From an optimization exercise on the open Yosys and OpenROAD flow, aimed at small area, a short achievable clock period and few clock cycles; shortcuts taken in it are not production practice. In this exercise RTL edits were held to simulation tests only and were not proved equivalent to the original.

## flow/design.v (module list and top-level ports; edited modules follow where they fit)
// module dot9: 1992 lines
// module PE: 67 lines
// module ring_buffer: 23 lines
// module control_unit: 149 lines
// module matrix_multiplier: 137 lines
module matrix_multiplier #(
    parameter N           = 8,
    parameter P           = 9,
    parameter M           = 10,
    parameter N_BIT_WIDTH = 3,
    parameter M_BIT_WIDTH = 4,
    parameter DATA_WIDTH  = 16,
    parameter ACCUM_WIDTH = 2*DATA_WIDTH + 1,
    parameter FIFO_SIZE   = 20
) (
    input wire clk,
    input wire rst_n,
    input wire fetch_stall,
    input wire data_stall,
    input wire pop_fifo,
    input wire start,
    input wire [P*DATA_WIDTH-1:0] mem_line,
    output wire [N_BIT_WIDTH-1:0]     n,
    output wire [M_BIT_WIDTH-1:0]     m,
    output wire fetch_row,
    output wire fetch_col,
    output wire [ACCUM_WIDTH-1:0] fifo_head,
    output wire fifo_empty,
    output wire fifo_full,
    output wire done,
    output wire err
);
  // ...
==> flow/flow/run.sh <==
#!/bin/bash
# The standard layout (standard synthesis unchanged), with two changes to
# placement and repair: the port buffers are buf_4 cells instead of the
# default delay-buffer cells, and the resizer may swap a cell for any cell of
# the same function (not only one of the same footprint).
set -euo pipefail
bash standard.sh \
    "BUFFER_PORTS_ARGS=-buffer_cell sky130_fd_sc_hd__buf_4" \
    MATCH_CELL_FOOTPRINT=0 \
    finish > standard_flow.log 2>&1
==> flow/standard.sh <==
#!/bin/bash
# synth_recipe.tcl (not shown) runs the flow's synth.tcl, then flattens the netlist and writes it again
# the make line also repeats each setting of config.mk as NAME=value (left out here)
make -C /OpenROAD-flow-scripts/flow DESIGN_CONFIG=/design/flow/config.mk WORK_HOME=/design/flow/orfs CLKGATE_MAP_FILE= SYNTH_SCRIPT=/design/flow/synth_recipe.tcl "${@:-finish}"
==> flow/config.mk <==
export PLATFORM = sky130hd
export DESIGN_NAME = matrix_multiplier
export DESIGN_NICKNAME = matrix_multiplier
export VERILOG_FILES = /design/flow/design.v
export SDC_FILE = /design/flow/constraint.sdc
export NUM_CORES = 4
export LEC_CHECK = 0
export ABC_AREA = 1
export CAP_MARGIN = 20
export CORE_MARGIN = 2
export CORE_UTILIZATION = 55
export CTS_BUF_LIST = sky130_fd_sc_hd__clkbuf_4 sky130_fd_sc_hd__clkbuf_8
export SETUP_SLACK_MARGIN = 4.5
export SLEW_MARGIN = 20
==> flow/constraint.sdc <==
create_clock -name core_clock -period 9.0 [get_ports {clk}]
set_input_delay 1.8000 -clock core_clock [delete_from_list [all_inputs] [get_ports {clk}]]
set_output_delay 1.8000 -clock core_clock [all_outputs]
set_load 0.01 [all_outputs]
==> metrics.yaml, run 1 <==
finalHoldViolCount: 0
yosysWarningCount: 5
yosys.area.top_type_share: 0.327
grt_max_degree: 136
synth_area_leaders: "edfxtp_1, fa_1, xor2_1"
r2r_start: "pe.dot.rr[85]"
status: "timing/DRC/antenna clean"
min_period_ns: 4.62
clock-skew-final_ns: 0.105
max_stage_delay_ns: 0.61
fillers: 14800
most-common-layout-cells: "o22ai_1, xor2_1, fa_1"
place_area_sq_um: 107000
maxCapViolCount: 0
reg2reg_slack_ns: 4.38
reg2reg_to: "queue.head[31]"
slew_headroom: 0.364
place_worst_setup_slack_ns: 3.49
totalWireLength_um: 413000
ff2ff_path_depth: 16
ff_latch_area_sq_um: 42400
synth_top_family_by_area: "adder cells"
antenna_found_initial: 10
syn_area_sq_um: 103000
start_util: 0.552
Testbench counts, summed over its fixed seeds: cycles 2,592.
==> run 2, diff against run 1 <==
--- a/flow/config.mk
+++ b/flow/config.mk
@@ -8,7 +8,7 @@
 export ABC_AREA = 1
 export CAP_MARGIN = 20
 export CORE_MARGIN = 2
-export CORE_UTILIZATION = 55
+export CORE_UTILIZATION = 40
 export CTS_BUF_LIST = sky130_fd_sc_hd__clkbuf_4 sky130_fd_sc_hd__clkbuf_8
 export SETUP_SLACK_MARGIN = 4.5
 export SLEW_MARGIN = 20
==> metrics.yaml, run 2 <==
clk_latency_ns: 1.10
portBuffers: 195
most-common-layout-cells: "o22ai_1, xor2_1, edfxtp_1"
syn_area_sq_um: 103000  # unchanged
finalHoldViolCount: 0  # unchanged
grt_pass1_vias: 76100
synth_seq_cells: 1539
fillers: 23600  # +60%
gp_routability_congestion: 1.11
cp.required_ns: 9.93
grtUsageMet3: 0.0751
yosysWarningCount: 5  # unchanged
rsz0062_at_grt: "yes"
synth-seq-area-share: 0.410
initialDrtViolationCount: 9876
max_stage_delay_ns: 0.60  # about the same
drv_slew: 0
yosysMostFrequentCell: "o22ai_1"
slew_headroom: 0.279  # -0.0842
io_pins: 196
cp_top_family: "adder cells"
arrival_ns: 5.56
core-area_sq_um: 257000
end_kind: "register"
start_util: 0.402  # -0.150
stdcell_count: 13500
netlist.top_cell.by_area: "edfxtp_1"
grt_pass1_wl_um: 598000
htree_levels: 5
place_worst_setup_slack_ns: 3.23  # -0.259 ns
tns_ns: 0
synth_flop_cell: "edfxtp_1"
cts.sinks: 1539
dieArea_sq_um: 262000
cts.path.max_buffers: 4
cp_max_fo: 4
grtUsageTotal: 0.325
grt_max_degree: 136  # unchanged
fp.dieW_um: 512
stdcell_area_sq_um: 121000
finalCritPeriodShare: 0.514
async_reset_ff_frac: 0.0455
status: "timing/DRC/antenna clean"
cts_tree: "done"
ff_latch_area_sq_um: 42400  # about the same
crit_path_top_delay_cell: "fa_2"
synth_edf_count: 1125
grt_overflow_total: 0
crit_chain: "fa_2 -> inv_2 -> fa_2 -> fa_2 -> fa_2 -> fa_1 -> inv_2 -> ha_4 -> a21oi_4 -> o21ai_2 -> nand2_1 -> nand2_2 -> o21bai_4 -> buf_12 -> xor2_4 -> nand2_1 -> o21ai_2"
cts_buffers: 285
fin_ws_ns: 4.37
worstHoldPathType: "reg2reg"
drc: 0
detail_route.first_pass.iterations: 8
vias_per_cell: 5.79
totalWireLength_um: 438000  # +6.0%
area_growth_pct: 17.1
synth_area_leaders: "edfxtp_1, fa_1, xor2_1"
path_class: "reg2reg"
crit_buf_inv: 3
use_met2: 0.492
worstMarginPinSlew_ns: 1.08
path_common_cell: "fa_2"
vias: 78100
fmax_ghz: 0.216
ctsHoldBuffers: 0
largest-register: "queue.fifo"
multi_input_area_sq_um: 58000
startpoint_type: "register"
synthCells: 9385
syn_nets: 10800
maxCapViolCount: 0  # unchanged
reg_top3: "queue.fifo: 660 flops, pe.dot.rr: 200 flops"
antenna_found_initial: 12  # +2
clock-skew-final_ns: 0.116  # +0.0118 ns
wl_per_cell_um: 32.5
drive_gt1_frac: 0.188
die_h_um: 512
place_area_sq_um: 108000  # +1.1%
layout_commonest_cell: "o22ai_1"
nNetsFinal: 11300
grt-busiest-layer: "met2"
setup_violations: 0
synth_top_cells_by_count: "o22ai_1, fa_1, xor2_1"
yosysUniqueCellTypes: 58
path_clk_slew_ns: 0.06
hold_slack_ns: 0.375
yosys.area.top_type_share: 0.327  # unchanged
clockRootBuffer: "clkbuf_8"
placed_cells: 12500
largest_reg_flops: 660
syn_avg_cell_area_sq_um: 11.0
num_rows: 186
dp_hpwl_um: 318000
grt_use_met1: 0.420
min_period_ns: 4.63  # +0.0113 ns
antenna_left: 0
-- run 2: cell counts after synthesis --
No cell type changed its count.
-- run 2: metal layers --
metal | routed length [um] | share of wire
met5 | 23 | 0.000053
met4 | 34800 | 0.079
met3 | 42100 | 0.096
met2 | 192000 | 0.44
met1 | 169000 | 0.39
-- run 2: final timing paths --
path | start | endpoint | slack (ns) | cells after the start
worst max-delay path | pe.dot.rr[101] | queue.head[25] | 4.37 | 17
max in group asynchronous | rst_n | hp1[1] | 7.49 | 1
worst min-delay path | pe.s1_last | pe.res_last | 0.37 | 0
min in group asynchronous | rst_n | controller.m[3] | 0.84 | 1
worst max register to register | pe.dot.rr[101] | queue.head[25] | 4.37 | 17
worst min register to register | pe.s1_last | pe.res_last | 0.37 | 0
-- run 2: cells by family after synthesis --
kind of cell	after synthesis	synth area share
buffers and inverters	1635	0.0610
DFF	1539	0.410
xor gates and xnor gates	1186	0.100
and+or+nand+nor	1721	0.0657
AOI/OAI and AO/OA	1996	0.115
adders and majority gates	1308	0.248
-- run 2: final cells by class --
cell class / count / area share
inverter: 1085 / 0.0373
timing repair buffer: 733 / 0.0505
clock inverter: 100 / 0.00686
antenna: 5 / 0.000103
timing repair inverter: 4 / 0.000248
tap: 3384 / 0.0350
multi-input combinational: 6243 / 0.479
sequential: 1539 / 0.351
clock buffer: 393 / 0.0401
-- run 2: what timing repair did --
item | in CTS | in global routing
endpoints found under the setup margin | 550 | 453
cloned | 19 | 24
resized for setup | 654 | 387
buffers inserted | 216 | 205
pin swaps | 101 | 131
-- run 2: per-stage QoR --
| step | utilization |
|---|---|
| floorplan | - |
| global placement | 0.421 |
| detailed placement | 0.421 |
| CTS | 0.459 |
| global route | 0.471 |
| finish | 0.471 |

==> separate check: timing with driven ports <==
The flow's constraints put no driver on any port. The routed layouts listed below were extracted and timed again, unchanged, in two steps. Step 1 assumes that a clkbuf_16 drives the clock port and a buf_2 every other input. Step 2 moves the port delays by t, midway between the first and last clock arrival at a register: inputs arrive t later, outputs are due t later. That takes back most of the time a late clock gives input paths. Slacks: ideal / step 1 / step 2; pairs: ideal / step 1.
run | t, ns | slack for setup (ns) | clock arrival spread, ns | slew at the worst register clock pin (ns) | worst slew at a driven data input, ns
run 1 | 1.115 | 4.385 / 4.385 / 3.985 | 0.130 / 0.130 | 0.09 / 0.09 | 0.06
run 2 | 1.141 | 4.373 / 4.373 / 4.190 | 0.117 / 0.117 | 0.07 / 0.07 | 0.13
After both steps setup and hold are still met in every run listed. The setup slack of run 1, which loses most, moves by 0.000 ns with the drivers and by -0.400 ns with both steps.
